This design comes from an exercise in tuning for small area and a short achievable clock period on the open sky130 flow, not from production work. Only simulation tests tie the RTL to the original design; equivalence was not proved. Power and IR drop assume default switching activity.

`design.v`:
```
package general_defines;
    parameter INT_DATA_W = 32;
    parameter POSIT_DATA_W = 8;
    parameter ROB_LENGTH = 16;
    parameter IQ_LENGTH = 8;
    parameter BYPASS_LENGTH = 3;
    parameter PHYS_REG_LENGTH = 64;
    parameter ARCH_REG_LENGTH = 32;
    parameter INSTR_MEM_LENGTH = 256;
    parameter DATA_MEM_LENGTH = 256;
    parameter FETCH_BUFFER_LENGTH = 8;
    parameter PHT_LENGTH = 256; 
    parameter BTB_LENGTH = 64;
    localparam ROB_IDX_W = (ROB_LENGTH > 1) ? $clog2(ROB_LENGTH) : 1;
    localparam IQ_IDX_W = (IQ_LENGTH > 1) ? $clog2(IQ_LENGTH) : 1;
    localparam BYPASS_IDX_W = (BYPASS_LENGTH > 1) ? $clog2(BYPASS_LENGTH) : 1;
    localparam PHYS_REG_IDX_W = (PHYS_REG_LENGTH > 1) ? $clog2(PHYS_REG_LENGTH) : 1;
    localparam ARCH_REG_IDX_W = (ARCH_REG_LENGTH > 1) ? $clog2(ARCH_REG_LENGTH) : 1;
    localparam INSTR_MEM_IDX_W = (INSTR_MEM_LENGTH > 1) ? $clog2(INSTR_MEM_LENGTH) : 1;
    localparam DATA_MEM_IDX_W = (DATA_MEM_LENGTH > 1) ? $clog2(DATA_MEM_LENGTH) : 1;
    localparam FETCH_BUFFER_IDX_W = (FETCH_BUFFER_LENGTH > 1) ? $clog2(FETCH_BUFFER_LENGTH) : 1;
    localparam PHT_IDX_W = (PHT_LENGTH> 1) ? $clog2(PHT_LENGTH) : 1;
    localparam BTB_IDX_W = (BTB_LENGTH > 1) ? $clog2(BTB_LENGTH) : 1;
    typedef struct packed{
        logic valid;
        logic [INSTR_MEM_IDX_W-1:0] pc;
        logic [ARCH_REG_IDX_W-1:0] logical_rd;
        logic [PHYS_REG_IDX_W-1:0] phys_rd;
        logic [PHYS_REG_IDX_W-1:0] old_phys_rd;   
        logic [INT_DATA_W-1:0] result;
        logic done;
        logic is_store;
        logic is_load;
        logic [6:0] opcode;
        logic [2:0] funct3;
        logic [6:0] funct7;
        logic is_branch;
        logic pred_taken;
        logic [INSTR_MEM_IDX_W-1:0] pred_target;
        logic branch_taken;                      
        logic [INSTR_MEM_IDX_W-1:0] branch_target;   
    } rob_entry_t;
    typedef struct packed {
        logic [6:0] opcode;
        logic [INSTR_MEM_IDX_W-1:0] pc;
        logic [PHYS_REG_IDX_W-1:0] phys_rd;
        logic [PHYS_REG_IDX_W-1:0] phys_rs1;
        logic [PHYS_REG_IDX_W-1:0] phys_rs2;
        logic [INT_DATA_W-1:0] imm;
        logic [2:0] fu_type;  
        logic rs1_ready;
        logic rs2_ready;
        logic [INT_DATA_W-1:0] rs1_value;  
        logic [INT_DATA_W-1:0] rs2_value;
        logic valid;
        logic [2:0] funct3;
        logic [6:0] funct7;
        logic [ROB_IDX_W-1:0] rob_idx;
    } iq_entry_t;
    typedef struct packed {
        logic valid;
        logic [PHYS_REG_IDX_W-1:0] phys_rd;
        logic [INT_DATA_W-1:0] result;
    } bypass_entry_t;
endpackage
/*verilator lint_off MULTITOP*/
import general_defines::*;
module adder(
    input clk,
    input rst,
    input logic [INT_DATA_W-1:0] a,
    input logic [INT_DATA_W-1:0] b,
    input logic valid_i,
    output logic [INT_DATA_W-1:0] result,
    output logic valid_o
);
always_ff @(posedge clk) begin
    if(rst) begin
        result <= 'b0;
        valid_o <= 1'b0;
    end
    else begin
        valid_o <= valid_i;
        if(valid_i) begin
            result <= a+b;
        end
    end
end
endmodule
module subtractor(
    input clk,
    input rst,
    input logic [INT_DATA_W-1:0] a,
    input logic [INT_DATA_W-1:0] b,
    input logic valid_i,
    output logic [INT_DATA_W-1:0] result,
    output logic valid_o
);
always_ff @(posedge clk) begin
    if(rst) begin
        result <= 'b0;
        valid_o <= 1'b0;
    end
    else begin
        valid_o <= valid_i;
        if(valid_i) begin
            result <= a-b;
        end
    end
end
endmodule
module multiplier(
    input clk,
    input rst,
    input logic [INT_DATA_W-1:0] a,
    input logic [INT_DATA_W-1:0] b,
    input logic valid_i,
    output logic [INT_DATA_W-1:0] result,
    output logic busy
);
logic [1:0]  count_mul;
logic [31:0] a_store;
logic [23:0] hi;
logic [31:0] t;
logic        cprev;
mul_step step (.a(a_store), .c(result[7:0]), .cprev(cprev), .hi(hi), .t(t));
always_ff @(posedge clk) begin
    if (!busy) a_store <= a;
    hi <= busy ? t[31:8] : 24'b0;
    cprev <= busy & result[7];
    count_mul <= busy ? count_mul + 2'd1 : 2'd0;
end
always_ff @(posedge clk) begin
    if(rst) begin
        result <= 'b0;
        busy <= 'b0;
    end
    else if (!busy) begin
        if (valid_i) begin
            result <= b;
            busy <= 1'b1;
        end
    end
    else begin
        result <= {t[7:0], result[31:8]};
        if (count_mul == 2'b11) busy <= 1'b0;
    end
end
endmodule
module divider(
    input clk,
    input rst,
    input logic [INT_DATA_W-1:0] a,
    input logic [INT_DATA_W-1:0] b,
    input logic valid_i,
    output logic [INT_DATA_W-1:0] result,
    output logic busy
);
logic [2:0]  count_div;
logic [31:0] nd;         
logic [31:0] rem;
logic        dnz;
logic [31:0] r [0:4];
logic [31:0] q [0:4];
assign dnz = ~&nd;
function automatic logic [32:0] div_step(input logic [32:0] s, input logic [31:0] nd);
    logic [31:0] g, p, pp, diff;
    logic ge;
    p = s[31:0] ^ nd;
    g = s[31:0] & nd;
    g[0] = s[0] | nd[0];       
    pp = p;
    for (int l = 1; l <= 5; l++) begin
        for (int i = (1 << l) - 1; i < 32; i += (1 << l)) begin
            g[i] = g[i] | (pp[i] & g[i - (1 << (l - 1))]);
            pp[i] = pp[i] & pp[i - (1 << (l - 1))];
        end
    end
    for (int l = 4; l >= 1; l--) begin
        for (int i = (1 << l) + (1 << (l - 1)) - 1; i < 32; i += (1 << l)) begin
            g[i] = g[i] | (pp[i] & g[i - (1 << (l - 1))]);
            pp[i] = pp[i] & pp[i - (1 << (l - 1))];
        end
    end
    diff = p ^ {g[30:0], 1'b1};
    ge = s[32] | g[31];
    div_step = {ge, ge ? diff : s[31:0]};
endfunction
always_comb begin
    r[0] = rem;
    q[0] = result;
    for (int j = 0; j < 4; j++) begin
        logic [32:0] st;
        logic ge;
        st = div_step({r[j], q[j][31]}, nd);
        ge = st[32] & dnz;
        r[j+1] = ge ? st[31:0] : {r[j][30:0], q[j][31]};
        q[j+1] = {q[j][30:0], ge};
    end
end
always_ff @(posedge clk) begin
    if (!busy) nd <= ~b;
    rem <= busy ? r[4] : 32'b0;
    count_div <= busy ? count_div + 3'd1 : 3'd0;
end
always_ff @(posedge clk) begin
    if(rst) begin
        result <= 'b0;
        busy <= 'b0;
    end
    else if (!busy) begin
        if (valid_i) begin
            result <= a;
            busy <= 1'b1;
        end
    end
    else begin
        result <= q[4];
        if (count_div == 3'b111) busy <= 1'b0;
    end
end
endmodule
module mul_step (
    input  logic [31:0] a,
    input  logic [7:0]  c,
    input  logic        cprev,
    input  logic [23:0] hi,
    output logic [31:0] t
);
logic pp1, pp2, pp3, pp4, pp5, pp6, pp7, pp8, pp9, pp10, pp11, pp12;
logic pp13, pp14, pp15, pp16, pp17, pp18, pp19, pp20, pp21, pp22, pp23, pp24;
logic pp25, pp26, pp27, pp28, pp29, pp30, pp31, pp32, pp33, pp34, pp35, pp36;
logic pp37, pp38, pp39, pp40, pp41, pp42, pp43, pp44, pp45, pp46, pp47, pp48;
logic pp49, pp50, pp51, pp52, pp53, pp54, pp55, pp56, pp57, pp58, pp59, pp60;
logic pp61, pp62, pp63, pp64, pp65, pp66, pp67, pp68, pp69, pp70, pp71, pp72;
logic pp73, pp74, pp75, pp76, pp77, pp78, pp79, pp80, pp81, pp82, pp83, pp84;
logic pp85, pp86, pp87, pp88, pp89, pp90, pp91, pp92, pp93, pp94, pp95, pp96;
logic pp97, pp98, pp99, pp100, pp101, pp102, pp103, pp104, pp105, pp106, pp107, pp108;
logic pp109, pp110, pp111, pp112, pp113, pp114, pp115, pp116, pp117, pp118, pp119, pp120;
logic pp121, pp122, pp123, pp124, pp125, pp126, pp127, pp128, pp129, pp130, pp131, pp132;
logic pp133, pp134, pp135, pp136, pp137, pp138, pp139, pp140, pp141, pp142, pp143, pp144;
logic pp145, pp146, pp147, pp148, pp149, pp150, pp151, pp152, pp153, pp154, pp155, pp156;
logic pp157, pp158, pp159, pp160, pp161, pp162, pp163, pp164, pp165, pp166, pp167, pp168;
logic pp169, pp170, pp171, pp172, pp173, pp174, pp175, pp176, pp177, pp178, pp179, pp180;
logic pp181, pp182, pp183, pp184, pp185, pp186, pp187, pp188, pp189, pp190, pp191, pp192;
logic pp193, pp194, pp195, pp196, pp197, pp198, pp199, pp200, pp201, pp202, pp203, pp204;
logic pp205, pp206, pp207, pp208, pp209, pp210, pp211, pp212, pp213, pp214, pp215, pp216;
logic pp217, pp218, pp219, pp220, pp221, pp222, pp223, pp224, pp225, pp226, pp227, pp228;
logic s229, c230, s231, c232, s233, c234, s235, c236, s237, c238, s239, c240;
logic s241, c242, s243, c244, s245, c246, s247, c248, s249, c250, s251, c252;
logic s253, c254, s255, c256, s257, c258, s259, c260, s261, c262, s263, c264;
logic s265, c266, s267, c268, s269, c270, s271, c272, s273, c274, s275, c276;
logic s277, c278, s279, c280, s281, c282, s283, c284, s285, c286, s287, c288;
logic s289, c290, s291, c292, s293, c294, s295, c296, s297, c298, s299, c300;
logic s301, c302, s303, c304, s305, c306, s307, c308, s309, c310, s311, c312;
logic s313, c314, s315, c316, s317, c318, s319, c320, s321, c322, s323, c324;
logic s325, c326, s327, c328, s329, c330, s331, c332, s333, c334, s335, c336;
logic s337, c338, s339, c340, s341, c342, s343, c344, s345, c346, s347, c348;
logic s349, c350, s351, c352, s353, c354, s355, c356, s357, c358, s359, c360;
logic s361, c362, s363, c364, s365, c366, s367, c368, s369, c370, s371, c372;
logic s373, c374, s375, c376, s377, c378, s379, s380, s381, s382, c383, s384;
logic c385, s386, c387, s388, c389, s390, c391, s392, c393, s394, c395, s396;
logic c397, s398, c399, s400, c401, s402, c403, s404, c405, s406, c407, s408;
logic c409, s410, c411, s412, c413, s414, c415, s416, c417, s418, c419, s420;
logic c421, s422, c423, s424, c425, s426, c427, s428, c429, s430, c431, s432;
logic c433, s434, c435, s436, c437, s438, c439, s440, c441, s442, c443, s444;
logic c445, s446, c447, s448, c449, s450, c451, s452, c453, s454, c455, s456;
logic c457, s458, c459, s460, c461, s462, c463, s464, c465, s466, c467, s468;
logic c469, s470, c471, s472, c473, s474, c475, s476, c477, s478, c479, s480;
logic c481, s482, c483, s484, c485, s486, c487, s488, c489, s490, c491, s492;
logic s493, s494, c495, s496, c497, s498, c499, s500, c501, s502, c503, s504;
logic c505, s506, c507, s508, c509, s510, c511, s512, c513, s514, c515, s516;
logic c517, s518, c519, s520, c521, s522, c523, s524, c525, s526, c527, s528;
logic c529, s530, c531, s532, c533, s534, c535, s536, c537, s538, c539, s540;
logic c541, s542, c543, s544, c545, s546, c547, s548, c549, s550, c551, s552;
logic s553, c554, s555, c556, s557, c558, s559, c560, s561, c562, s563, c564;
logic s565, c566, s567, c568, s569, c570, s571, c572, s573, c574, s575, c576;
logic s577, c578, s579, c580, s581, c582, s583, c584, s585, c586, s587, c588;
logic s589, c590, s591, c592, s593, c594, s595, c596, s597, c598, s599, c600;
logic s601, c602, s603, c604, s605, c606, s607, c608, s609, c610, s611, c612;
logic s613, s614, c615, s616, c617, s618, c619, s620, c621, s622, c623, s624;
logic c625, s626, c627, s628, c629, s630, c631, s632, c633, s634, c635, s636;
logic c637, s638, c639, s640, c641, s642, c643, s644, c645, s646, c647, s648;
logic c649, s650, c651, s652, c653, s654, c655, s656, c657, s658, c659, s660;
logic c661, s662, c663, s664, c665, s666, c667, s668, c669, s670, c671, s672;
logic c673, s674, c675, s676;
assign pp1 = a[0] & c[0];
assign pp2 = a[1] & c[0];
assign pp3 = a[2] & c[0];
assign pp4 = a[3] & c[0];
assign pp5 = a[4] & c[0];
assign pp6 = a[5] & c[0];
assign pp7 = a[6] & c[0];
assign pp8 = a[7] & c[0];
assign pp9 = a[8] & c[0];
assign pp10 = a[9] & c[0];
assign pp11 = a[10] & c[0];
assign pp12 = a[11] & c[0];
assign pp13 = a[12] & c[0];
assign pp14 = a[13] & c[0];
assign pp15 = a[14] & c[0];
assign pp16 = a[15] & c[0];
assign pp17 = a[16] & c[0];
assign pp18 = a[17] & c[0];
assign pp19 = a[18] & c[0];
assign pp20 = a[19] & c[0];
assign pp21 = a[20] & c[0];
assign pp22 = a[21] & c[0];
assign pp23 = a[22] & c[0];
assign pp24 = a[23] & c[0];
assign pp25 = a[24] & c[0];
assign pp26 = a[25] & c[0];
assign pp27 = a[26] & c[0];
assign pp28 = a[27] & c[0];
assign pp29 = a[28] & c[0];
assign pp30 = a[29] & c[0];
assign pp31 = a[30] & c[0];
assign pp32 = a[31] & c[0];
assign pp33 = a[0] & c[1];
assign pp34 = a[1] & c[1];
assign pp35 = a[2] & c[1];
assign pp36 = a[3] & c[1];
assign pp37 = a[4] & c[1];
assign pp38 = a[5] & c[1];
assign pp39 = a[6] & c[1];
assign pp40 = a[7] & c[1];
assign pp41 = a[8] & c[1];
assign pp42 = a[9] & c[1];
assign pp43 = a[10] & c[1];
assign pp44 = a[11] & c[1];
assign pp45 = a[12] & c[1];
assign pp46 = a[13] & c[1];
assign pp47 = a[14] & c[1];
assign pp48 = a[15] & c[1];
assign pp49 = a[16] & c[1];
assign pp50 = a[17] & c[1];
assign pp51 = a[18] & c[1];
assign pp52 = a[19] & c[1];
assign pp53 = a[20] & c[1];
assign pp54 = a[21] & c[1];
assign pp55 = a[22] & c[1];
assign pp56 = a[23] & c[1];
assign pp57 = a[24] & c[1];
assign pp58 = a[25] & c[1];
assign pp59 = a[26] & c[1];
assign pp60 = a[27] & c[1];
assign pp61 = a[28] & c[1];
assign pp62 = a[29] & c[1];
assign pp63 = a[30] & c[1];
assign pp64 = a[0] & c[2];
assign pp65 = a[1] & c[2];
assign pp66 = a[2] & c[2];
assign pp67 = a[3] & c[2];
assign pp68 = a[4] & c[2];
assign pp69 = a[5] & c[2];
assign pp70 = a[6] & c[2];
assign pp71 = a[7] & c[2];
assign pp72 = a[8] & c[2];
assign pp73 = a[9] & c[2];
assign pp74 = a[10] & c[2];
assign pp75 = a[11] & c[2];
assign pp76 = a[12] & c[2];
assign pp77 = a[13] & c[2];
assign pp78 = a[14] & c[2];
assign pp79 = a[15] & c[2];
assign pp80 = a[16] & c[2];
assign pp81 = a[17] & c[2];
assign pp82 = a[18] & c[2];
assign pp83 = a[19] & c[2];
assign pp84 = a[20] & c[2];
assign pp85 = a[21] & c[2];
assign pp86 = a[22] & c[2];
assign pp87 = a[23] & c[2];
assign pp88 = a[24] & c[2];
assign pp89 = a[25] & c[2];
assign pp90 = a[26] & c[2];
assign pp91 = a[27] & c[2];
assign pp92 = a[28] & c[2];
assign pp93 = a[29] & c[2];
assign pp94 = a[0] & c[3];
assign pp95 = a[1] & c[3];
assign pp96 = a[2] & c[3];
assign pp97 = a[3] & c[3];
assign pp98 = a[4] & c[3];
assign pp99 = a[5] & c[3];
assign pp100 = a[6] & c[3];
assign pp101 = a[7] & c[3];
assign pp102 = a[8] & c[3];
assign pp103 = a[9] & c[3];
assign pp104 = a[10] & c[3];
assign pp105 = a[11] & c[3];
assign pp106 = a[12] & c[3];
assign pp107 = a[13] & c[3];
assign pp108 = a[14] & c[3];
assign pp109 = a[15] & c[3];
assign pp110 = a[16] & c[3];
assign pp111 = a[17] & c[3];
assign pp112 = a[18] & c[3];
assign pp113 = a[19] & c[3];
assign pp114 = a[20] & c[3];
assign pp115 = a[21] & c[3];
assign pp116 = a[22] & c[3];
assign pp117 = a[23] & c[3];
assign pp118 = a[24] & c[3];
assign pp119 = a[25] & c[3];
assign pp120 = a[26] & c[3];
assign pp121 = a[27] & c[3];
assign pp122 = a[28] & c[3];
assign pp123 = a[0] & c[4];
assign pp124 = a[1] & c[4];
assign pp125 = a[2] & c[4];
assign pp126 = a[3] & c[4];
assign pp127 = a[4] & c[4];
assign pp128 = a[5] & c[4];
assign pp129 = a[6] & c[4];
assign pp130 = a[7] & c[4];
assign pp131 = a[8] & c[4];
assign pp132 = a[9] & c[4];
assign pp133 = a[10] & c[4];
assign pp134 = a[11] & c[4];
assign pp135 = a[12] & c[4];
assign pp136 = a[13] & c[4];
assign pp137 = a[14] & c[4];
assign pp138 = a[15] & c[4];
assign pp139 = a[16] & c[4];
assign pp140 = a[17] & c[4];
assign pp141 = a[18] & c[4];
assign pp142 = a[19] & c[4];
assign pp143 = a[20] & c[4];
assign pp144 = a[21] & c[4];
assign pp145 = a[22] & c[4];
assign pp146 = a[23] & c[4];
assign pp147 = a[24] & c[4];
assign pp148 = a[25] & c[4];
assign pp149 = a[26] & c[4];
assign pp150 = a[27] & c[4];
assign pp151 = a[0] & c[5];
assign pp152 = a[1] & c[5];
assign pp153 = a[2] & c[5];
assign pp154 = a[3] & c[5];
assign pp155 = a[4] & c[5];
assign pp156 = a[5] & c[5];
assign pp157 = a[6] & c[5];
assign pp158 = a[7] & c[5];
assign pp159 = a[8] & c[5];
assign pp160 = a[9] & c[5];
assign pp161 = a[10] & c[5];
assign pp162 = a[11] & c[5];
assign pp163 = a[12] & c[5];
assign pp164 = a[13] & c[5];
assign pp165 = a[14] & c[5];
assign pp166 = a[15] & c[5];
assign pp167 = a[16] & c[5];
assign pp168 = a[17] & c[5];
assign pp169 = a[18] & c[5];
assign pp170 = a[19] & c[5];
assign pp171 = a[20] & c[5];
assign pp172 = a[21] & c[5];
assign pp173 = a[22] & c[5];
assign pp174 = a[23] & c[5];
assign pp175 = a[24] & c[5];
assign pp176 = a[25] & c[5];
assign pp177 = a[26] & c[5];
assign pp178 = a[0] & c[6];
assign pp179 = a[1] & c[6];
assign pp180 = a[2] & c[6];
assign pp181 = a[3] & c[6];
assign pp182 = a[4] & c[6];
assign pp183 = a[5] & c[6];
assign pp184 = a[6] & c[6];
assign pp185 = a[7] & c[6];
assign pp186 = a[8] & c[6];
assign pp187 = a[9] & c[6];
assign pp188 = a[10] & c[6];
assign pp189 = a[11] & c[6];
assign pp190 = a[12] & c[6];
assign pp191 = a[13] & c[6];
assign pp192 = a[14] & c[6];
assign pp193 = a[15] & c[6];
assign pp194 = a[16] & c[6];
assign pp195 = a[17] & c[6];
assign pp196 = a[18] & c[6];
assign pp197 = a[19] & c[6];
assign pp198 = a[20] & c[6];
assign pp199 = a[21] & c[6];
assign pp200 = a[22] & c[6];
assign pp201 = a[23] & c[6];
assign pp202 = a[24] & c[6];
assign pp203 = a[25] & c[6];
assign pp204 = a[0] & c[7];
assign pp205 = a[1] & c[7];
assign pp206 = a[2] & c[7];
assign pp207 = a[3] & c[7];
assign pp208 = a[4] & c[7];
assign pp209 = a[5] & c[7];
assign pp210 = a[6] & c[7];
assign pp211 = a[7] & c[7];
assign pp212 = a[8] & c[7];
assign pp213 = a[9] & c[7];
assign pp214 = a[10] & c[7];
assign pp215 = a[11] & c[7];
assign pp216 = a[12] & c[7];
assign pp217 = a[13] & c[7];
assign pp218 = a[14] & c[7];
assign pp219 = a[15] & c[7];
assign pp220 = a[16] & c[7];
assign pp221 = a[17] & c[7];
assign pp222 = a[18] & c[7];
assign pp223 = a[19] & c[7];
assign pp224 = a[20] & c[7];
assign pp225 = a[21] & c[7];
assign pp226 = a[22] & c[7];
assign pp227 = a[23] & c[7];
assign pp228 = a[24] & c[7];
assign s229 = pp6 ^ pp37;
assign c230 = pp6 & pp37;
assign s231 = pp7 ^ pp38 ^ pp68;
assign c232 = (pp7 & pp38) | (pp7 & pp68) | (pp38 & pp68);
assign s233 = pp97 ^ pp125;
assign c234 = pp97 & pp125;
assign s235 = pp8 ^ pp39 ^ pp69;
assign c236 = (pp8 & pp39) | (pp8 & pp69) | (pp39 & pp69);
assign s237 = pp98 ^ pp126 ^ pp153;
assign c238 = (pp98 & pp126) | (pp98 & pp153) | (pp126 & pp153);
assign s239 = pp179 ^ pp204;
assign c240 = pp179 & pp204;
assign s241 = pp9 ^ pp40 ^ pp70;
assign c242 = (pp9 & pp40) | (pp9 & pp70) | (pp40 & pp70);
assign s243 = pp99 ^ pp127 ^ pp154;
assign c244 = (pp99 & pp127) | (pp99 & pp154) | (pp127 & pp154);
assign s245 = pp180 ^ pp205 ^ hi[8];
assign c246 = (pp180 & pp205) | (pp180 & hi[8]) | (pp205 & hi[8]);
assign s247 = pp10 ^ pp41 ^ pp71;
assign c248 = (pp10 & pp41) | (pp10 & pp71) | (pp41 & pp71);
assign s249 = pp100 ^ pp128 ^ pp155;
assign c250 = (pp100 & pp128) | (pp100 & pp155) | (pp128 & pp155);
assign s251 = pp181 ^ pp206 ^ hi[9];
assign c252 = (pp181 & pp206) | (pp181 & hi[9]) | (pp206 & hi[9]);
assign s253 = pp11 ^ pp42 ^ pp72;
assign c254 = (pp11 & pp42) | (pp11 & pp72) | (pp42 & pp72);
assign s255 = pp101 ^ pp129 ^ pp156;
assign c256 = (pp101 & pp129) | (pp101 & pp156) | (pp129 & pp156);
assign s257 = pp182 ^ pp207 ^ hi[10];
assign c258 = (pp182 & pp207) | (pp182 & hi[10]) | (pp207 & hi[10]);
assign s259 = pp12 ^ pp43 ^ pp73;
assign c260 = (pp12 & pp43) | (pp12 & pp73) | (pp43 & pp73);
assign s261 = pp102 ^ pp130 ^ pp157;
assign c262 = (pp102 & pp130) | (pp102 & pp157) | (pp130 & pp157);
assign s263 = pp183 ^ pp208 ^ hi[11];
assign c264 = (pp183 & pp208) | (pp183 & hi[11]) | (pp208 & hi[11]);
assign s265 = pp13 ^ pp44 ^ pp74;
assign c266 = (pp13 & pp44) | (pp13 & pp74) | (pp44 & pp74);
assign s267 = pp103 ^ pp131 ^ pp158;
assign c268 = (pp103 & pp131) | (pp103 & pp158) | (pp131 & pp158);
assign s269 = pp184 ^ pp209 ^ hi[12];
assign c270 = (pp184 & pp209) | (pp184 & hi[12]) | (pp209 & hi[12]);
assign s271 = pp14 ^ pp45 ^ pp75;
assign c272 = (pp14 & pp45) | (pp14 & pp75) | (pp45 & pp75);
assign s273 = pp104 ^ pp132 ^ pp159;
assign c274 = (pp104 & pp132) | (pp104 & pp159) | (pp132 & pp159);
assign s275 = pp185 ^ pp210 ^ hi[13];
assign c276 = (pp185 & pp210) | (pp185 & hi[13]) | (pp210 & hi[13]);
assign s277 = pp15 ^ pp46 ^ pp76;
assign c278 = (pp15 & pp46) | (pp15 & pp76) | (pp46 & pp76);
assign s279 = pp105 ^ pp133 ^ pp160;
assign c280 = (pp105 & pp133) | (pp105 & pp160) | (pp133 & pp160);
assign s281 = pp186 ^ pp211 ^ hi[14];
assign c282 = (pp186 & pp211) | (pp186 & hi[14]) | (pp211 & hi[14]);
assign s283 = pp16 ^ pp47 ^ pp77;
assign c284 = (pp16 & pp47) | (pp16 & pp77) | (pp47 & pp77);
assign s285 = pp106 ^ pp134 ^ pp161;
assign c286 = (pp106 & pp134) | (pp106 & pp161) | (pp134 & pp161);
assign s287 = pp187 ^ pp212 ^ hi[15];
assign c288 = (pp187 & pp212) | (pp187 & hi[15]) | (pp212 & hi[15]);
assign s289 = pp17 ^ pp48 ^ pp78;
assign c290 = (pp17 & pp48) | (pp17 & pp78) | (pp48 & pp78);
assign s291 = pp107 ^ pp135 ^ pp162;
assign c292 = (pp107 & pp135) | (pp107 & pp162) | (pp135 & pp162);
assign s293 = pp188 ^ pp213 ^ hi[16];
assign c294 = (pp188 & pp213) | (pp188 & hi[16]) | (pp213 & hi[16]);
assign s295 = pp18 ^ pp49 ^ pp79;
assign c296 = (pp18 & pp49) | (pp18 & pp79) | (pp49 & pp79);
assign s297 = pp108 ^ pp136 ^ pp163;
assign c298 = (pp108 & pp136) | (pp108 & pp163) | (pp136 & pp163);
assign s299 = pp189 ^ pp214 ^ hi[17];
assign c300 = (pp189 & pp214) | (pp189 & hi[17]) | (pp214 & hi[17]);
assign s301 = pp19 ^ pp50 ^ pp80;
assign c302 = (pp19 & pp50) | (pp19 & pp80) | (pp50 & pp80);
assign s303 = pp109 ^ pp137 ^ pp164;
assign c304 = (pp109 & pp137) | (pp109 & pp164) | (pp137 & pp164);
assign s305 = pp190 ^ pp215 ^ hi[18];
assign c306 = (pp190 & pp215) | (pp190 & hi[18]) | (pp215 & hi[18]);
assign s307 = pp20 ^ pp51 ^ pp81;
assign c308 = (pp20 & pp51) | (pp20 & pp81) | (pp51 & pp81);
assign s309 = pp110 ^ pp138 ^ pp165;
assign c310 = (pp110 & pp138) | (pp110 & pp165) | (pp138 & pp165);
assign s311 = pp191 ^ pp216 ^ hi[19];
assign c312 = (pp191 & pp216) | (pp191 & hi[19]) | (pp216 & hi[19]);
assign s313 = pp21 ^ pp52 ^ pp82;
assign c314 = (pp21 & pp52) | (pp21 & pp82) | (pp52 & pp82);
assign s315 = pp111 ^ pp139 ^ pp166;
assign c316 = (pp111 & pp139) | (pp111 & pp166) | (pp139 & pp166);
assign s317 = pp192 ^ pp217 ^ hi[20];
assign c318 = (pp192 & pp217) | (pp192 & hi[20]) | (pp217 & hi[20]);
assign s319 = pp22 ^ pp53 ^ pp83;
assign c320 = (pp22 & pp53) | (pp22 & pp83) | (pp53 & pp83);
assign s321 = pp112 ^ pp140 ^ pp167;
assign c322 = (pp112 & pp140) | (pp112 & pp167) | (pp140 & pp167);
assign s323 = pp193 ^ pp218 ^ hi[21];
assign c324 = (pp193 & pp218) | (pp193 & hi[21]) | (pp218 & hi[21]);
assign s325 = pp23 ^ pp54 ^ pp84;
assign c326 = (pp23 & pp54) | (pp23 & pp84) | (pp54 & pp84);
assign s327 = pp113 ^ pp141 ^ pp168;
assign c328 = (pp113 & pp141) | (pp113 & pp168) | (pp141 & pp168);
assign s329 = pp194 ^ pp219 ^ hi[22];
assign c330 = (pp194 & pp219) | (pp194 & hi[22]) | (pp219 & hi[22]);
assign s331 = pp24 ^ pp55 ^ pp85;
assign c332 = (pp24 & pp55) | (pp24 & pp85) | (pp55 & pp85);
assign s333 = pp114 ^ pp142 ^ pp169;
assign c334 = (pp114 & pp142) | (pp114 & pp169) | (pp142 & pp169);
assign s335 = pp195 ^ pp220 ^ hi[23];
assign c336 = (pp195 & pp220) | (pp195 & hi[23]) | (pp220 & hi[23]);
assign s337 = pp25 ^ pp56 ^ pp86;
assign c338 = (pp25 & pp56) | (pp25 & pp86) | (pp56 & pp86);
assign s339 = pp115 ^ pp143 ^ pp170;
assign c340 = (pp115 & pp143) | (pp115 & pp170) | (pp143 & pp170);
assign s341 = pp196 ^ pp221;
assign c342 = pp196 & pp221;
assign s343 = pp26 ^ pp57 ^ pp87;
assign c344 = (pp26 & pp57) | (pp26 & pp87) | (pp57 & pp87);
assign s345 = pp116 ^ pp144 ^ pp171;
assign c346 = (pp116 & pp144) | (pp116 & pp171) | (pp144 & pp171);
assign s347 = pp197 ^ pp222;
assign c348 = pp197 & pp222;
assign s349 = pp27 ^ pp58 ^ pp88;
assign c350 = (pp27 & pp58) | (pp27 & pp88) | (pp58 & pp88);
assign s351 = pp117 ^ pp145 ^ pp172;
assign c352 = (pp117 & pp145) | (pp117 & pp172) | (pp145 & pp172);
assign s353 = pp198 ^ pp223;
assign c354 = pp198 & pp223;
assign s355 = pp28 ^ pp59 ^ pp89;
assign c356 = (pp28 & pp59) | (pp28 & pp89) | (pp59 & pp89);
assign s357 = pp118 ^ pp146 ^ pp173;
assign c358 = (pp118 & pp146) | (pp118 & pp173) | (pp146 & pp173);
assign s359 = pp199 ^ pp224;
assign c360 = pp199 & pp224;
assign s361 = pp29 ^ pp60 ^ pp90;
assign c362 = (pp29 & pp60) | (pp29 & pp90) | (pp60 & pp90);
assign s363 = pp119 ^ pp147 ^ pp174;
assign c364 = (pp119 & pp147) | (pp119 & pp174) | (pp147 & pp174);
assign s365 = pp200 ^ pp225;
assign c366 = pp200 & pp225;
assign s367 = pp30 ^ pp61 ^ pp91;
assign c368 = (pp30 & pp61) | (pp30 & pp91) | (pp61 & pp91);
assign s369 = pp120 ^ pp148 ^ pp175;
assign c370 = (pp120 & pp148) | (pp120 & pp175) | (pp148 & pp175);
assign s371 = pp201 ^ pp226;
assign c372 = pp201 & pp226;
assign s373 = pp31 ^ pp62 ^ pp92;
assign c374 = (pp31 & pp62) | (pp31 & pp92) | (pp62 & pp92);
assign s375 = pp121 ^ pp149 ^ pp176;
assign c376 = (pp121 & pp149) | (pp121 & pp176) | (pp149 & pp176);
assign s377 = pp202 ^ pp227;
assign c378 = pp202 & pp227;
assign s379 = pp32 ^ pp63 ^ pp93;
assign s380 = pp122 ^ pp150 ^ pp177;
assign s381 = pp203 ^ pp228;
assign s382 = pp4 ^ pp35;
assign c383 = pp4 & pp35;
assign s384 = pp5 ^ pp36 ^ pp66;
assign c385 = (pp5 & pp36) | (pp5 & pp66) | (pp36 & pp66);
assign s386 = pp95 ^ pp123;
assign c387 = pp95 & pp123;
assign s388 = pp67 ^ pp96 ^ pp124;
assign c389 = (pp67 & pp96) | (pp67 & pp124) | (pp96 & pp124);
assign s390 = pp151 ^ hi[5] ^ s229;
assign c391 = (pp151 & hi[5]) | (pp151 & s229) | (hi[5] & s229);
assign s392 = pp152 ^ pp178 ^ hi[6];
assign c393 = (pp152 & pp178) | (pp152 & hi[6]) | (pp178 & hi[6]);
assign s394 = s231 ^ s233 ^ c230;
assign c395 = (s231 & s233) | (s231 & c230) | (s233 & c230);
assign s396 = hi[7] ^ s235 ^ s237;
assign c397 = (hi[7] & s235) | (hi[7] & s237) | (s235 & s237);
assign s398 = s239 ^ c232 ^ c234;
assign c399 = (s239 & c232) | (s239 & c234) | (c232 & c234);
assign s400 = s241 ^ s243 ^ s245;
assign c401 = (s241 & s243) | (s241 & s245) | (s243 & s245);
assign s402 = c236 ^ c238 ^ c240;
assign c403 = (c236 & c238) | (c236 & c240) | (c238 & c240);
assign s404 = s247 ^ s249 ^ s251;
assign c405 = (s247 & s249) | (s247 & s251) | (s249 & s251);
assign s406 = c242 ^ c244 ^ c246;
assign c407 = (c242 & c244) | (c242 & c246) | (c244 & c246);
assign s408 = s253 ^ s255 ^ s257;
assign c409 = (s253 & s255) | (s253 & s257) | (s255 & s257);
assign s410 = c248 ^ c250 ^ c252;
assign c411 = (c248 & c250) | (c248 & c252) | (c250 & c252);
assign s412 = s259 ^ s261 ^ s263;
assign c413 = (s259 & s261) | (s259 & s263) | (s261 & s263);
assign s414 = c254 ^ c256 ^ c258;
assign c415 = (c254 & c256) | (c254 & c258) | (c256 & c258);
assign s416 = s265 ^ s267 ^ s269;
assign c417 = (s265 & s267) | (s265 & s269) | (s267 & s269);
assign s418 = c260 ^ c262 ^ c264;
assign c419 = (c260 & c262) | (c260 & c264) | (c262 & c264);
assign s420 = s271 ^ s273 ^ s275;
assign c421 = (s271 & s273) | (s271 & s275) | (s273 & s275);
assign s422 = c266 ^ c268 ^ c270;
assign c423 = (c266 & c268) | (c266 & c270) | (c268 & c270);
assign s424 = s277 ^ s279 ^ s281;
assign c425 = (s277 & s279) | (s277 & s281) | (s279 & s281);
assign s426 = c272 ^ c274 ^ c276;
assign c427 = (c272 & c274) | (c272 & c276) | (c274 & c276);
assign s428 = s283 ^ s285 ^ s287;
assign c429 = (s283 & s285) | (s283 & s287) | (s285 & s287);
assign s430 = c278 ^ c280 ^ c282;
assign c431 = (c278 & c280) | (c278 & c282) | (c280 & c282);
assign s432 = s289 ^ s291 ^ s293;
assign c433 = (s289 & s291) | (s289 & s293) | (s291 & s293);
assign s434 = c284 ^ c286 ^ c288;
assign c435 = (c284 & c286) | (c284 & c288) | (c286 & c288);
assign s436 = s295 ^ s297 ^ s299;
assign c437 = (s295 & s297) | (s295 & s299) | (s297 & s299);
assign s438 = c290 ^ c292 ^ c294;
assign c439 = (c290 & c292) | (c290 & c294) | (c292 & c294);
assign s440 = s301 ^ s303 ^ s305;
assign c441 = (s301 & s303) | (s301 & s305) | (s303 & s305);
assign s442 = c296 ^ c298 ^ c300;
assign c443 = (c296 & c298) | (c296 & c300) | (c298 & c300);
assign s444 = s307 ^ s309 ^ s311;
assign c445 = (s307 & s309) | (s307 & s311) | (s309 & s311);
assign s446 = c302 ^ c304 ^ c306;
assign c447 = (c302 & c304) | (c302 & c306) | (c304 & c306);
assign s448 = s313 ^ s315 ^ s317;
assign c449 = (s313 & s315) | (s313 & s317) | (s315 & s317);
assign s450 = c308 ^ c310 ^ c312;
assign c451 = (c308 & c310) | (c308 & c312) | (c310 & c312);
assign s452 = s319 ^ s321 ^ s323;
assign c453 = (s319 & s321) | (s319 & s323) | (s321 & s323);
assign s454 = c314 ^ c316 ^ c318;
assign c455 = (c314 & c316) | (c314 & c318) | (c316 & c318);
assign s456 = s325 ^ s327 ^ s329;
assign c457 = (s325 & s327) | (s325 & s329) | (s327 & s329);
assign s458 = c320 ^ c322 ^ c324;
assign c459 = (c320 & c322) | (c320 & c324) | (c322 & c324);
assign s460 = s331 ^ s333 ^ s335;
assign c461 = (s331 & s333) | (s331 & s335) | (s333 & s335);
assign s462 = c326 ^ c328 ^ c330;
assign c463 = (c326 & c328) | (c326 & c330) | (c328 & c330);
assign s464 = s337 ^ s339 ^ s341;
assign c465 = (s337 & s339) | (s337 & s341) | (s339 & s341);
assign s466 = c332 ^ c334 ^ c336;
assign c467 = (c332 & c334) | (c332 & c336) | (c334 & c336);
assign s468 = s343 ^ s345 ^ s347;
assign c469 = (s343 & s345) | (s343 & s347) | (s345 & s347);
assign s470 = c338 ^ c340 ^ c342;
assign c471 = (c338 & c340) | (c338 & c342) | (c340 & c342);
assign s472 = s349 ^ s351 ^ s353;
assign c473 = (s349 & s351) | (s349 & s353) | (s351 & s353);
assign s474 = c344 ^ c346 ^ c348;
assign c475 = (c344 & c346) | (c344 & c348) | (c346 & c348);
assign s476 = s355 ^ s357 ^ s359;
assign c477 = (s355 & s357) | (s355 & s359) | (s357 & s359);
assign s478 = c350 ^ c352 ^ c354;
assign c479 = (c350 & c352) | (c350 & c354) | (c352 & c354);
assign s480 = s361 ^ s363 ^ s365;
assign c481 = (s361 & s363) | (s361 & s365) | (s363 & s365);
assign s482 = c356 ^ c358 ^ c360;
assign c483 = (c356 & c358) | (c356 & c360) | (c358 & c360);
assign s484 = s367 ^ s369 ^ s371;
assign c485 = (s367 & s369) | (s367 & s371) | (s369 & s371);
assign s486 = c362 ^ c364 ^ c366;
assign c487 = (c362 & c364) | (c362 & c366) | (c364 & c366);
assign s488 = s373 ^ s375 ^ s377;
assign c489 = (s373 & s375) | (s373 & s377) | (s375 & s377);
assign s490 = c368 ^ c370 ^ c372;
assign c491 = (c368 & c370) | (c368 & c372) | (c370 & c372);
assign s492 = s379 ^ s380 ^ s381;
assign s493 = c374 ^ c376 ^ c378;
assign s494 = pp3 ^ pp34;
assign c495 = pp3 & pp34;
assign s496 = pp65 ^ pp94 ^ hi[3];
assign c497 = (pp65 & pp94) | (pp65 & hi[3]) | (pp94 & hi[3]);
assign s498 = hi[4] ^ s384 ^ s386;
assign c499 = (hi[4] & s384) | (hi[4] & s386) | (s384 & s386);
assign s500 = s388 ^ s390 ^ c385;
assign c501 = (s388 & s390) | (s388 & c385) | (s390 & c385);
assign s502 = s392 ^ s394 ^ c389;
assign c503 = (s392 & s394) | (s392 & c389) | (s394 & c389);
assign s504 = s396 ^ s398 ^ c393;
assign c505 = (s396 & s398) | (s396 & c393) | (s398 & c393);
assign s506 = s400 ^ s402 ^ c397;
assign c507 = (s400 & s402) | (s400 & c397) | (s402 & c397);
assign s508 = s404 ^ s406 ^ c401;
assign c509 = (s404 & s406) | (s404 & c401) | (s406 & c401);
assign s510 = s408 ^ s410 ^ c405;
assign c511 = (s408 & s410) | (s408 & c405) | (s410 & c405);
assign s512 = s412 ^ s414 ^ c409;
assign c513 = (s412 & s414) | (s412 & c409) | (s414 & c409);
assign s514 = s416 ^ s418 ^ c413;
assign c515 = (s416 & s418) | (s416 & c413) | (s418 & c413);
assign s516 = s420 ^ s422 ^ c417;
assign c517 = (s420 & s422) | (s420 & c417) | (s422 & c417);
assign s518 = s424 ^ s426 ^ c421;
assign c519 = (s424 & s426) | (s424 & c421) | (s426 & c421);
assign s520 = s428 ^ s430 ^ c425;
assign c521 = (s428 & s430) | (s428 & c425) | (s430 & c425);
assign s522 = s432 ^ s434 ^ c429;
assign c523 = (s432 & s434) | (s432 & c429) | (s434 & c429);
assign s524 = s436 ^ s438 ^ c433;
assign c525 = (s436 & s438) | (s436 & c433) | (s438 & c433);
assign s526 = s440 ^ s442 ^ c437;
assign c527 = (s440 & s442) | (s440 & c437) | (s442 & c437);
assign s528 = s444 ^ s446 ^ c441;
assign c529 = (s444 & s446) | (s444 & c441) | (s446 & c441);
assign s530 = s448 ^ s450 ^ c445;
assign c531 = (s448 & s450) | (s448 & c445) | (s450 & c445);
assign s532 = s452 ^ s454 ^ c449;
assign c533 = (s452 & s454) | (s452 & c449) | (s454 & c449);
assign s534 = s456 ^ s458 ^ c453;
assign c535 = (s456 & s458) | (s456 & c453) | (s458 & c453);
assign s536 = s460 ^ s462 ^ c457;
assign c537 = (s460 & s462) | (s460 & c457) | (s462 & c457);
assign s538 = s464 ^ s466 ^ c461;
assign c539 = (s464 & s466) | (s464 & c461) | (s466 & c461);
assign s540 = s468 ^ s470 ^ c465;
assign c541 = (s468 & s470) | (s468 & c465) | (s470 & c465);
assign s542 = s472 ^ s474 ^ c469;
assign c543 = (s472 & s474) | (s472 & c469) | (s474 & c469);
assign s544 = s476 ^ s478 ^ c473;
assign c545 = (s476 & s478) | (s476 & c473) | (s478 & c473);
assign s546 = s480 ^ s482 ^ c477;
assign c547 = (s480 & s482) | (s480 & c477) | (s482 & c477);
assign s548 = s484 ^ s486 ^ c481;
assign c549 = (s484 & s486) | (s484 & c481) | (s486 & c481);
assign s550 = s488 ^ s490 ^ c485;
assign c551 = (s488 & s490) | (s488 & c485) | (s490 & c485);
assign s552 = s492 ^ s493 ^ c489;
assign s553 = pp2 ^ pp33;
assign c554 = pp2 & pp33;
assign s555 = pp64 ^ hi[2] ^ s494;
assign c556 = (pp64 & hi[2]) | (pp64 & s494) | (hi[2] & s494);
assign s557 = s382 ^ s496 ^ c495;
assign c558 = (s382 & s496) | (s382 & c495) | (s496 & c495);
assign s559 = c383 ^ s498 ^ c497;
assign c560 = (c383 & s498) | (c383 & c497) | (s498 & c497);
assign s561 = c387 ^ s500 ^ c499;
assign c562 = (c387 & s500) | (c387 & c499) | (s500 & c499);
assign s563 = c391 ^ s502 ^ c501;
assign c564 = (c391 & s502) | (c391 & c501) | (s502 & c501);
assign s565 = c395 ^ s504 ^ c503;
assign c566 = (c395 & s504) | (c395 & c503) | (s504 & c503);
assign s567 = c399 ^ s506 ^ c505;
assign c568 = (c399 & s506) | (c399 & c505) | (s506 & c505);
assign s569 = c403 ^ s508 ^ c507;
assign c570 = (c403 & s508) | (c403 & c507) | (s508 & c507);
assign s571 = c407 ^ s510 ^ c509;
assign c572 = (c407 & s510) | (c407 & c509) | (s510 & c509);
assign s573 = c411 ^ s512 ^ c511;
assign c574 = (c411 & s512) | (c411 & c511) | (s512 & c511);
assign s575 = c415 ^ s514 ^ c513;
assign c576 = (c415 & s514) | (c415 & c513) | (s514 & c513);
assign s577 = c419 ^ s516 ^ c515;
assign c578 = (c419 & s516) | (c419 & c515) | (s516 & c515);
assign s579 = c423 ^ s518 ^ c517;
assign c580 = (c423 & s518) | (c423 & c517) | (s518 & c517);
assign s581 = c427 ^ s520 ^ c519;
assign c582 = (c427 & s520) | (c427 & c519) | (s520 & c519);
assign s583 = c431 ^ s522 ^ c521;
assign c584 = (c431 & s522) | (c431 & c521) | (s522 & c521);
assign s585 = c435 ^ s524 ^ c523;
assign c586 = (c435 & s524) | (c435 & c523) | (s524 & c523);
assign s587 = c439 ^ s526 ^ c525;
assign c588 = (c439 & s526) | (c439 & c525) | (s526 & c525);
assign s589 = c443 ^ s528 ^ c527;
assign c590 = (c443 & s528) | (c443 & c527) | (s528 & c527);
assign s591 = c447 ^ s530 ^ c529;
assign c592 = (c447 & s530) | (c447 & c529) | (s530 & c529);
assign s593 = c451 ^ s532 ^ c531;
assign c594 = (c451 & s532) | (c451 & c531) | (s532 & c531);
assign s595 = c455 ^ s534 ^ c533;
assign c596 = (c455 & s534) | (c455 & c533) | (s534 & c533);
assign s597 = c459 ^ s536 ^ c535;
assign c598 = (c459 & s536) | (c459 & c535) | (s536 & c535);
assign s599 = c463 ^ s538 ^ c537;
assign c600 = (c463 & s538) | (c463 & c537) | (s538 & c537);
assign s601 = c467 ^ s540 ^ c539;
assign c602 = (c467 & s540) | (c467 & c539) | (s540 & c539);
assign s603 = c471 ^ s542 ^ c541;
assign c604 = (c471 & s542) | (c471 & c541) | (s542 & c541);
assign s605 = c475 ^ s544 ^ c543;
assign c606 = (c475 & s544) | (c475 & c543) | (s544 & c543);
assign s607 = c479 ^ s546 ^ c545;
assign c608 = (c479 & s546) | (c479 & c545) | (s546 & c545);
assign s609 = c483 ^ s548 ^ c547;
assign c610 = (c483 & s548) | (c483 & c547) | (s548 & c547);
assign s611 = c487 ^ s550 ^ c549;
assign c612 = (c487 & s550) | (c487 & c549) | (s550 & c549);
assign s613 = c491 ^ s552 ^ c551;
assign s614 = pp1 ^ hi[0];
assign c615 = pp1 & hi[0];
assign s616 = hi[1] ^ s553 ^ c615;
assign c617 = (hi[1] & s553) | (hi[1] & c615) | (s553 & c615);
assign s618 = s555 ^ c554 ^ c617;
assign c619 = (s555 & c554) | (s555 & c617) | (c554 & c617);
assign s620 = s557 ^ c556 ^ c619;
assign c621 = (s557 & c556) | (s557 & c619) | (c556 & c619);
assign s622 = s559 ^ c558 ^ c621;
assign c623 = (s559 & c558) | (s559 & c621) | (c558 & c621);
assign s624 = s561 ^ c560 ^ c623;
assign c625 = (s561 & c560) | (s561 & c623) | (c560 & c623);
assign s626 = s563 ^ c562 ^ c625;
assign c627 = (s563 & c562) | (s563 & c625) | (c562 & c625);
assign s628 = s565 ^ c564 ^ c627;
assign c629 = (s565 & c564) | (s565 & c627) | (c564 & c627);
assign s630 = s567 ^ c566 ^ c629;
assign c631 = (s567 & c566) | (s567 & c629) | (c566 & c629);
assign s632 = s569 ^ c568 ^ c631;
assign c633 = (s569 & c568) | (s569 & c631) | (c568 & c631);
assign s634 = s571 ^ c570 ^ c633;
assign c635 = (s571 & c570) | (s571 & c633) | (c570 & c633);
assign s636 = s573 ^ c572 ^ c635;
assign c637 = (s573 & c572) | (s573 & c635) | (c572 & c635);
assign s638 = s575 ^ c574 ^ c637;
assign c639 = (s575 & c574) | (s575 & c637) | (c574 & c637);
assign s640 = s577 ^ c576 ^ c639;
assign c641 = (s577 & c576) | (s577 & c639) | (c576 & c639);
assign s642 = s579 ^ c578 ^ c641;
assign c643 = (s579 & c578) | (s579 & c641) | (c578 & c641);
assign s644 = s581 ^ c580 ^ c643;
assign c645 = (s581 & c580) | (s581 & c643) | (c580 & c643);
assign s646 = s583 ^ c582 ^ c645;
assign c647 = (s583 & c582) | (s583 & c645) | (c582 & c645);
assign s648 = s585 ^ c584 ^ c647;
assign c649 = (s585 & c584) | (s585 & c647) | (c584 & c647);
assign s650 = s587 ^ c586 ^ c649;
assign c651 = (s587 & c586) | (s587 & c649) | (c586 & c649);
assign s652 = s589 ^ c588 ^ c651;
assign c653 = (s589 & c588) | (s589 & c651) | (c588 & c651);
assign s654 = s591 ^ c590 ^ c653;
assign c655 = (s591 & c590) | (s591 & c653) | (c590 & c653);
assign s656 = s593 ^ c592 ^ c655;
assign c657 = (s593 & c592) | (s593 & c655) | (c592 & c655);
assign s658 = s595 ^ c594 ^ c657;
assign c659 = (s595 & c594) | (s595 & c657) | (c594 & c657);
assign s660 = s597 ^ c596 ^ c659;
assign c661 = (s597 & c596) | (s597 & c659) | (c596 & c659);
assign s662 = s599 ^ c598 ^ c661;
assign c663 = (s599 & c598) | (s599 & c661) | (c598 & c661);
assign s664 = s601 ^ c600 ^ c663;
assign c665 = (s601 & c600) | (s601 & c663) | (c600 & c663);
assign s666 = s603 ^ c602 ^ c665;
assign c667 = (s603 & c602) | (s603 & c665) | (c602 & c665);
assign s668 = s605 ^ c604 ^ c667;
assign c669 = (s605 & c604) | (s605 & c667) | (c604 & c667);
assign s670 = s607 ^ c606 ^ c669;
assign c671 = (s607 & c606) | (s607 & c669) | (c606 & c669);
assign s672 = s609 ^ c608 ^ c671;
assign c673 = (s609 & c608) | (s609 & c671) | (c608 & c671);
assign s674 = s611 ^ c610 ^ c673;
assign c675 = (s611 & c610) | (s611 & c673) | (c610 & c673);
assign s676 = s613 ^ c612 ^ c675;
assign t = {s676, s674, s672, s670, s668, s666, s664, s662, s660, s658, s656, s654, s652, s650, s648, s646, s644, s642, s640, s638, s636, s634, s632, s630, s628, s626, s624, s622, s620, s618, s616, s614};
endmodule
/*verilator lint_on MULTITOP*/
import general_defines::*;
module int_fu (
    input  logic                  clk,
    input  logic                  rst,
    input  logic [INT_DATA_W-1:0] add_a,
    input  logic [INT_DATA_W-1:0] add_b,
    input  logic                  add_valid_i,
    output logic [INT_DATA_W-1:0] add_result,
    output logic                  add_valid_o,
    input  logic [INT_DATA_W-1:0] sub_a,
    input  logic [INT_DATA_W-1:0] sub_b,
    input  logic                  sub_valid_i,
    output logic [INT_DATA_W-1:0] sub_result,
    output logic                  sub_valid_o,
    input  logic [INT_DATA_W-1:0] mul_a,
    input  logic [INT_DATA_W-1:0] mul_b,
    input  logic                  mul_valid_i,
    output logic [INT_DATA_W-1:0] mul_result,
    output logic                  mul_busy,
    input  logic [INT_DATA_W-1:0] div_a,
    input  logic [INT_DATA_W-1:0] div_b,
    input  logic                  div_valid_i,
    output logic [INT_DATA_W-1:0] div_result,
    output logic                  div_busy
);
    adder int_adder (
        .clk(clk), .rst(rst), .a(add_a), .b(add_b), .valid_i(add_valid_i),
        .result(add_result), .valid_o(add_valid_o)
    );
    subtractor int_subtractor (
        .clk(clk), .rst(rst), .a(sub_a), .b(sub_b), .valid_i(sub_valid_i),
        .result(sub_result), .valid_o(sub_valid_o)
    );
    multiplier int_multiplier (
        .clk(clk), .rst(rst), .a(mul_a), .b(mul_b), .valid_i(mul_valid_i),
        .result(mul_result), .busy(mul_busy)
    );
    divider int_divider (
        .clk(clk), .rst(rst), .a(div_a), .b(div_b), .valid_i(div_valid_i),
        .result(div_result), .busy(div_busy)
    );
endmodule
```
`flow/run.sh`:
```
#!/bin/bash
# The standard layout, with the smallest buffer cell on the ports in place of
# the one buffer_ports picks by default.
set -euo pipefail
export BUFFER_PORTS_ARGS="-buffer_cell sky130_fd_sc_hd__buf_1"
bash standard.sh > standard.log 2>&1
```
`standard.sh`:
```
#!/bin/bash
# synth_recipe.tcl (not shown) runs the flow's synth.tcl, then flattens the netlist and writes it again
# the make line also repeats each setting of config.mk as NAME=value (left out here)
make -C /OpenROAD-flow-scripts/flow DESIGN_CONFIG=/design/flow/config.mk WORK_HOME=/design/flow/orfs CLKGATE_MAP_FILE= SYNTH_SCRIPT=/design/flow/synth_recipe.tcl "${@:-finish}"
```
`config.mk`:
```
export PLATFORM = sky130hd
export DESIGN_NAME = int_fu
export DESIGN_NICKNAME = int_fu
export VERILOG_FILES = /design/flow/design.v
export SDC_FILE = /design/flow/constraint.sdc
export NUM_CORES = 4
export LEC_CHECK = 0
export CAP_MARGIN = 20
export CORE_MARGIN = 2
export CORE_UTILIZATION = 60
export CTS_BUF_LIST = sky130_fd_sc_hd__clkbuf_4
export SLEW_MARGIN = 20
```
`constraint.sdc`:
```
create_clock -name core_clock -period 85.0 [get_ports {clk}]
set_input_delay 17.0000 -clock core_clock [delete_from_list [all_inputs] [get_ports {clk}]]
set_output_delay 17.0000 -clock core_clock [all_outputs]
set_load 0.01 [all_outputs]
```
==> flow_summary.toml, run 1 <==
[timing]
worstMarginPinSlew_ns = 1.11
fin_setup_tns_ns = 0
worst_slack_ns = 64.89
period_share_pct = 23.7
finalCriticalPeriod_ns = 20.11
max_freq_ghz = 0.0497
finalSetupViolations = 0
slew_violations = 0
skew_ns = 0.0584
slew_headroom_pct = 26.1
rsz0062_at_grt = "no"
finalHoldViolations = 0

[finish]
fin_util_pct = 67.4
num-fill-cells = 3599
area_delta_synth_final_pct = 11.5
layout_common_cells = "buf_1, inv_1, fa_1"
drive_above_1_share_pct = 5.72
fin_area_um2 = 28100
layout.cells.non_filler = 3751
final_common_cell = "buf_1"
final_nets = 3881

[synth]
syn_area_um2 = 25200
syn_inst = 2755
syn_area_per_cell_um2 = 9.14
yosysSeqAreaShare_pct = 23.0
synth_warnings = 6
synth-seq-cells = 257
synth-edff-count = 64
synth-main-ff-cell = "dfxtp_1"
async_flop_share_pct = 0
syn_nets = 3492
yosysUniqueCellTypes = 72

[clock_network]
post_cts_buffers = 0
clkTransAtPathRegs_ns = 0.06
insertion_delay_ns = 0.81
clk_path_buf_depth = 3
numCtsBuffers = 75
htree_levels = 3
clock_sinks = 257
cts_hold_buf = 0
cts_tree = "built"
postCtsResizedCells = 0
cts_root_buf = "clkbuf_4"

[setup_path]
start_kind = "input port"
cp_data_arrival_time_ns = 20.77
r2r_start = "int_multiplier.result[0]"
critPathRequiredTime_ns = 85.66
max_stage_delay_ns = 0.97
crit_path_end_kind = "flop"
cp_num_buf_inv = 2
cp_top_family = "compound AO/OA/AOI/OAI gates"
crit_slowest_cell = "a2111oi_1"
cp_cell_sequence = "buf_1 > inv_1 > ha_1 > nor2b_1 > o31ai_1 > a21oi_1 > o211a_1 > a31oi_1 > o21ai_0 > a2111oi_1 > o31ai_1 > a21oi_1 > nor4b_1 > a211o_1"
cp-startpoint = "sub_b[1]"
cp_max_fo = 5
critical_path_class = "input port to flop"

[place]
pre_cts_ws_ns = 64.24
place_area_um2 = 27100
port_buffers = 393
dpl.hpwl_mm = 53.8
dp.cells = 3606
gp_congestion = 0.948

[pwr]
p_leak_nw = 12.8
p_seq_share_pct = 12.1
p_clk_share_pct = 8.8
power.switching_w = 0.000694
swShare_pct = 50.5
peakVddDrop_mv = 0.0777
internal_power_w = 0.000680
combPwrFrac_pct = 79.1
powerDensity_nw_per_um2 = 48.9

[min_path]
min_from = "int_divider.count_div[0]"
hp-class = "flop to flop"

[global_routing]
grt_pass1_wl_mm = 114
antenna_found_initial = 5
globalRouteOverflowTotal = 0
grtUsageTotal_pct = 33.2
grt_max_degree = 93
grt_pass1_vias = 21897

[drt]
wl_per_cell_um = 19.1
avgViaCountPerCell = 5.64
route.vias.total = 21163
first_iter_violations = 1391
first_pass_iters = 7
drc = 0
ant_nets = 0
wl_mm = 71.5

[floorplan]
die_x_um = 209
core_um2 = 41700
io_pins = 394
die_area_um2 = 43600
start_util_pct = 60.5
die_h_um = 209
rows = 75

[job]
drv_cap = 0

[status]
status = "no timing/DRC/antenna violations"
[cell type report]
class | count | area (µm²) | area share (%)
multi-input combinational | 2056 | 17700 | 63.1
inverter | 339 | 1270 | 4.53
clock buffer | 109 | 818 | 2.91
antenna | 10 | 25.0 | 0.0891
clock inverter | 26 | 129 | 0.459
timing repair buffer | 415 | 1650 | 5.87
tap | 539 | 674 | 2.40
sequential | 257 | 5790 | 20.6
[synthesized netlist by cell type (4+ instances only)]
cell	n	area, µm²
or3_1	14	87.6
o31a_1	4	35.0
nor2_1	236	886
nand2b_1	38	238
edfxtp_1	64	1920
mux2i_1	144	1440
nand3_1	36	180
ha_1	204	2550
xor2_1	42	368
and3_1	12	75.1
nand2_1	211	792
xnor2_1	79	692
dfxtp_1	193	3860
clkbuf_1	87	327
a31oi_1	13	81.3
nor2b_1	17	106
or2_2	6	37.5
a21o_1	76	571
buf_1	10	37.5
fa_1	271	5430
o211ai_1	20	150
nor3b_1	5	37.5
o31ai_1	13	97.6
and2_1	143	895
and4_1	4	35.0
a211oi_1	20	150
a21oi_1	178	891
nand4_1	25	156
mux2_2	18	203
o21ai_1	4	20.0
inv_1	339	1270
o211a_1	4	40.0
a21boi_0	4	30.0
o21ai_0	90	450
a31o_2	4	35.0
a22o_1	4	35.0
o21bai_1	13	97.6
o21a_1	34	255
nor3_1	26	130
[power by group through the flow]
| stage | logic, W | registers (W) | clock network [W] |
|---|---|---|---|
| 2_1_floorplan | 0.000851 | 0.000165 | 0 |
| 3_3_place_gp | 0.00104 | 0.000169 | 0 |
| 3_5_place_dp | 0.00108 | 0.000169 | 0 |
| 4_1_cts | 0.00108 | 0.000166 | 0.000123 |
| 5_1_grt | 0.00122 | 0.000169 | 0.000130 |
| 6_report | 0.00109 | 0.000167 | 0.000121 |
[worst register-to-register path, delay by kind of cell (launching register included)]
kind          cells  cell delay [ns]
xor+xnor          4             0.64
flops             1             0.33
fa+ha+maj        30            12.26
buf+inv           4             0.57
simple gates      2             0.24
[stage by stage]
| stage | total power, W | hold WS [ns] |
|---|---|---|
| 2_1_floorplan | 0.00102 | 0.399 |
| 3_3_place_gp | 0.00121 | 0.409 |
| 3_5_place_dp | 0.00125 | 0.412 |
| 4_1_cts | 0.00137 | 0.422 |
| 5_1_grt | 0.00152 | 0.457 |
| 6_report | 0.00137 | 0.417 |
[per-layer routing]
metal  track usage (%)  up-vias  share of wire [%]
met5                 0        -                  0
met4              12.6        0                3.5
met3              6.34      152                6.3
met2              55.6      693                 48
met1              42.7    10321                 42
li1                  -     9997                  -
[logic make-up (layout without fill, tap and decap cells)]
family / Yosys count / count (layout) / share of synthesized area, %
AOI/OAI and AO/OA: 514 / 514 / 13.0
xor gates and xnor gates: 121 / 121 / 4.21
adders and majority gates: 475 / 475 / 31.7
buffers and inverters: 442 / 889 / 6.71
DFF: 257 / 257 / 23.0
muxes: 165 / 165 / 6.75
other: 0 / 10 / 0
and+or+nand+nor: 781 / 781 / 14.7
[flip-flops by register name, indices dropped and copies added (netlist names)]
register	cells
int_adder.result	32
int_divider.nd	32
int_divider.rem	32
int_divider.result	32
int_multiplier.a_store	32
int_multiplier.result	32
int_subtractor.result	32
int_multiplier.hi	24
int_divider.count_div	3
int_multiplier.count_mul	2
int_adder.valid_o	1
int_divider.busy	1
int_multiplier.busy	1
int_subtractor.valid_o	1
[final timing paths]
check / to / slack [ns] / cells past startpoint
worst max register to register: int_multiplier.hi[23] / 70.81 / 40
worst min register to register: int_divider.count_div[0] / 0.42 / 1
worst max-delay path: int_subtractor.result[25] / 64.89 / 14
worst min-delay path: int_divider.count_div[0] / 0.42 / 1
==> run 2, diff against run 1 <==
==> flow/run.sh (replaced) <==
#!/bin/bash
# The standard layout, with the smallest buffer cell on the ports in place of
# the one buffer_ports picks by default, a clock tree of smaller buffers
# without dummy loads, and timing repair asked to reach a setup slack of
# SETUP_SLACK_MARGIN ns.
set -euo pipefail
export BUFFER_PORTS_ARGS="-buffer_cell sky130_fd_sc_hd__buf_1"
export CTS_ARGS="-sink_clustering_enable -repair_clock_nets -dont_use_dummy_load -buf_list sky130_fd_sc_hd__clkbuf_8 -sink_clustering_size 20 -sink_clustering_max_diameter 60"
bash standard.sh SETUP_SLACK_MARGIN=67.5 > standard.log 2>&1
==> run 2 against run 1 <==
- clock skew rose by 0.013 ns
- setup slack better by 0.96 ns
- largest cell class unchanged
- clock power shrank 29%
- worst hold slack improved by 0.015 ns
- die area stayed put
- non-clock buffer count rose by 150
- core utilization rose by 7.6 points
- register-to-register slack worse by 0.10 ns
==> flow_summary.toml, run 2 <==
[status]
status = "no timing/DRC/antenna violations"

[setup_path]
critical_path_class = "input port to flop"
crit_path_end_kind = "flop"
ff2ff_setup_slack_ns = 70.71
cp_max_fo = 2
start_kind = "input port"
rr_worst_depth = 51
cp_data_arrival_time_ns = 19.65
reg2reg_to = "int_divider.rem[22]"
r2r_start = "int_divider.result[31]"
critPathRequiredTime_ns = 85.50

[finish]
drive_above_1_share_pct = 19.9
regArea_um2 = 6010
area_delta_synth_final_pct = 24.0
final_common_cell = "inv_1"
fin_area_um2 = 31200
num-fill-cells = 3012
final_nets = 3993
multi_input_area_um2 = 18500
layout_common_cells = "inv_1, fa_1, buf_1"

[global_routing]
grt_pass1_vias = 22970
grt_max_degree = 74
grt_pass1_wl_mm = 122
antenna_found_initial = 8
globalRouteOverflowTotal = 0
grtUsageTotal_pct = 35.6

[clock_network]
clock_sinks = 257
clk_path_buf_depth = 3
cts_root_buf = "clkbuf_8"
htree_levels = 2
cts_tree = "built"
clkTransAtPathRegs_ns = 0.11
insertion_delay_ns = 0.62
numCtsBuffers = 36

[drt]
route.vias.total = 22295
first_iter_violations = 1500
wl_per_cell_um = 20.9
first_pass_iters = 8
wl_mm = 79.5
drc = 0
avgViaCountPerCell = 5.86
ant_nets = 0

[timing]
finalHoldViolations = 0
slew_headroom_pct = 37.2
worstMarginPinSlew_ns = 0.932
slew_violations = 0
fin_hold_ws_ns = 0.432
period_share_pct = 22.5
finalSetupViolations = 0
skew_ns = 0.0712
max_freq_ghz = 0.0522
finalCriticalPeriod_ns = 19.15
fin_setup_tns_ns = 0
rsz0062_at_grt = "yes"

[job]
drv_cap = 0

[floorplan]
die_h_um = 209
io_pins = 394
core_um2 = 41700
die_x_um = 209
rows = 75
die_area_um2 = 43600
start_util_pct = 60.5

[synth]
yosysUniqueCellTypes = 72
synth-seq-cells = 257
syn_area_per_cell_um2 = 9.14
yosysTopAreaCellShare_pct = 21.5
synthTopCellsByCount = "inv_1, fa_1, nor2_1"
syn_nets = 3492
synth_warnings = 6
syn_inst = 2755
synth_area_leader_cell = "fa_1"
synth-main-ff-cell = "dfxtp_1"
async_flop_share_pct = 0
yosysSeqAreaShare_pct = 23.0
ys_top_cells_by_area = "fa_1, dfxtp_1, ha_1, edfxtp_1, mux2i_1"
syn_area_um2 = 25200
post-synth-top-count-cell = "inv_1"
synth-edff-count = 64

[min_path]
whs_endpoint = "int_divider.count_div[0]"
whs_path_depth = 1
min_from = "int_divider.count_div[0]"
hp-class = "flop to flop"

[pwr]
peakVddDrop_mv = 0.0660
p_leak_nw = 14.3
powerDensity_nw_per_um2 = 44.2
total_power_w = 0.00138

[place]
port_buffers = 393
dpl.hpwl_mm = 54.8
gp_congestion = 0.958
place_area_um2 = 27500
run 2: worst max path at each step:
stage / start / endpoint / slack, ns / cells past startpoint
5_1_grt: add_b[0] / int_adder.result[26] / 65.81 / 15
4_1_cts: sub_b[1] / int_subtractor.result[31] / 66.01 / 15
6_report: add_b[0] / int_adder.result[26] / 65.85 / 15
3_5_place_dp: sub_b[1] / int_subtractor.result[25] / 64.97 / 14
3_3_place_gp: sub_b[1] / int_subtractor.result[25] / 65.06 / 14
2_1_floorplan: add_a[0] / int_adder.result[26] / 65.52 / 14
run 2: report_power, final:
part           switching (W)  internal (W)  total (W)
clock network      0.0000490     0.0000376  0.0000865
logic               0.000632      0.000495    0.00113
registers          0.0000177      0.000151   0.000168
total               0.000699      0.000684    0.00138
run 2: final cells by class:
cell class / instances / area share (%)
repair inverters: 1 / 0.0240
multi-input cells: 2056 / 59.3
clock buffers: 36 / 1.59
repair buffers: 565 / 13.4
diodes: 11 / 0.0881
inverters: 339 / 4.16
flip-flops and latches: 257 / 19.2
well taps: 539 / 2.16
run 2: worst max-delay path, cell delays in order:
cell	delay (ns)
buf_8	0.08
ha_4	0.13
inv_2	0.04
fa_2	0.33
nor2b_2	0.16
o21a_1	0.20
o21ai_2	0.10
a21oi_2	0.27
o41ai_4	0.11
o21ai_2	0.20
a21boi_2	0.09
o21bai_1	0.18
a21o_1	0.18
a2111oi_2	0.07
or4_1	0.51
run 2: what timing repair did:
| action | in CTS | in global routing |
|---|---|---|
| hold buffers | 0 | 0 |
| gates cloned | 6 | 0 |
| setup endpoints to repair | 262 | 198 |
| buffers inserted | 108 | 36 |
| pin swaps | 80 | 78 |
| gates resized for setup | 549 | 67 |
run 2: metal layers:
| metal | share of wire (%) | GRT usage, % | vias up |
|---|---|---|---|
| met5 | 0.015 | 0 | - |
| met3 | 8.0 | 6.75 | 290 |
| met1 | 38 | 43.6 | 10839 |
| li1 | - | - | 10156 |
| met4 | 5.9 | 18.7 | 2 |
| met2 | 48 | 60.0 | 1008 |
run 2: through the flow:
stage,utilization (%),setup slack [ns],std cells
2_1_floorplan,-,65.52,2755
3_3_place_gp,66.0,65.06,3607
3_5_place_dp,66.0,64.97,3607
4_1_cts,73.5,66.01,3757
5_1_grt,75.0,65.81,3799
6_report,75.0,65.85,3804
run 2: cells by family (layout without fill, tap and decap cells):
group | count (synthesis) | count (layout) | share of synthesized area [%]
buffers and inverters | 442 | 941 | 6.71
other | 0 | 11 | 0
AND/OR/NAND/NOR | 781 | 781 | 14.7
flip-flops | 257 | 257 | 23.0
AO/OA/AOI/OAI | 514 | 514 | 13.0
XOR/XNOR | 121 | 121 | 4.21
multiplexers | 165 | 165 | 6.75
adder cells (fa/ha/maj) | 475 | 475 | 31.7

what the ideal ports hide:
Ports are ideal in the flow. The routed layouts listed here were re-timed in OpenROAD. Step 1 sets driving cells, clkbuf_16 on the clock port and buf_2 on the other inputs (assumed; they add their load-dependent delay and slew). Step 2 times the ports against the registers' clock, not the clock port: input delays grow and output delays shrink by t, the midpoint of the rising clock arrivals with the driver on. a / b / c = no drivers / after step 1 / after step 2; a / b = the first two.
run | shift t [ns] | setup slack, ns | worst setup path after step 2 | latest minus earliest clock arrival (ns) | slew at the worst register clock pin (ns)
run 1 | 0.830 | 64.887 / 64.907 / 64.077 | input to register | 0.059 / 0.058 | 0.08 / 0.08
run 2 | 0.633 | 65.851 / 65.830 / 65.197 | input to register | 0.081 / 0.081 | 0.12 / 0.12
After both steps setup and hold are still met in every run listed. The setup slack of run 1, which loses most, moves by +0.020 ns with the drivers and by -0.810 ns with both steps.
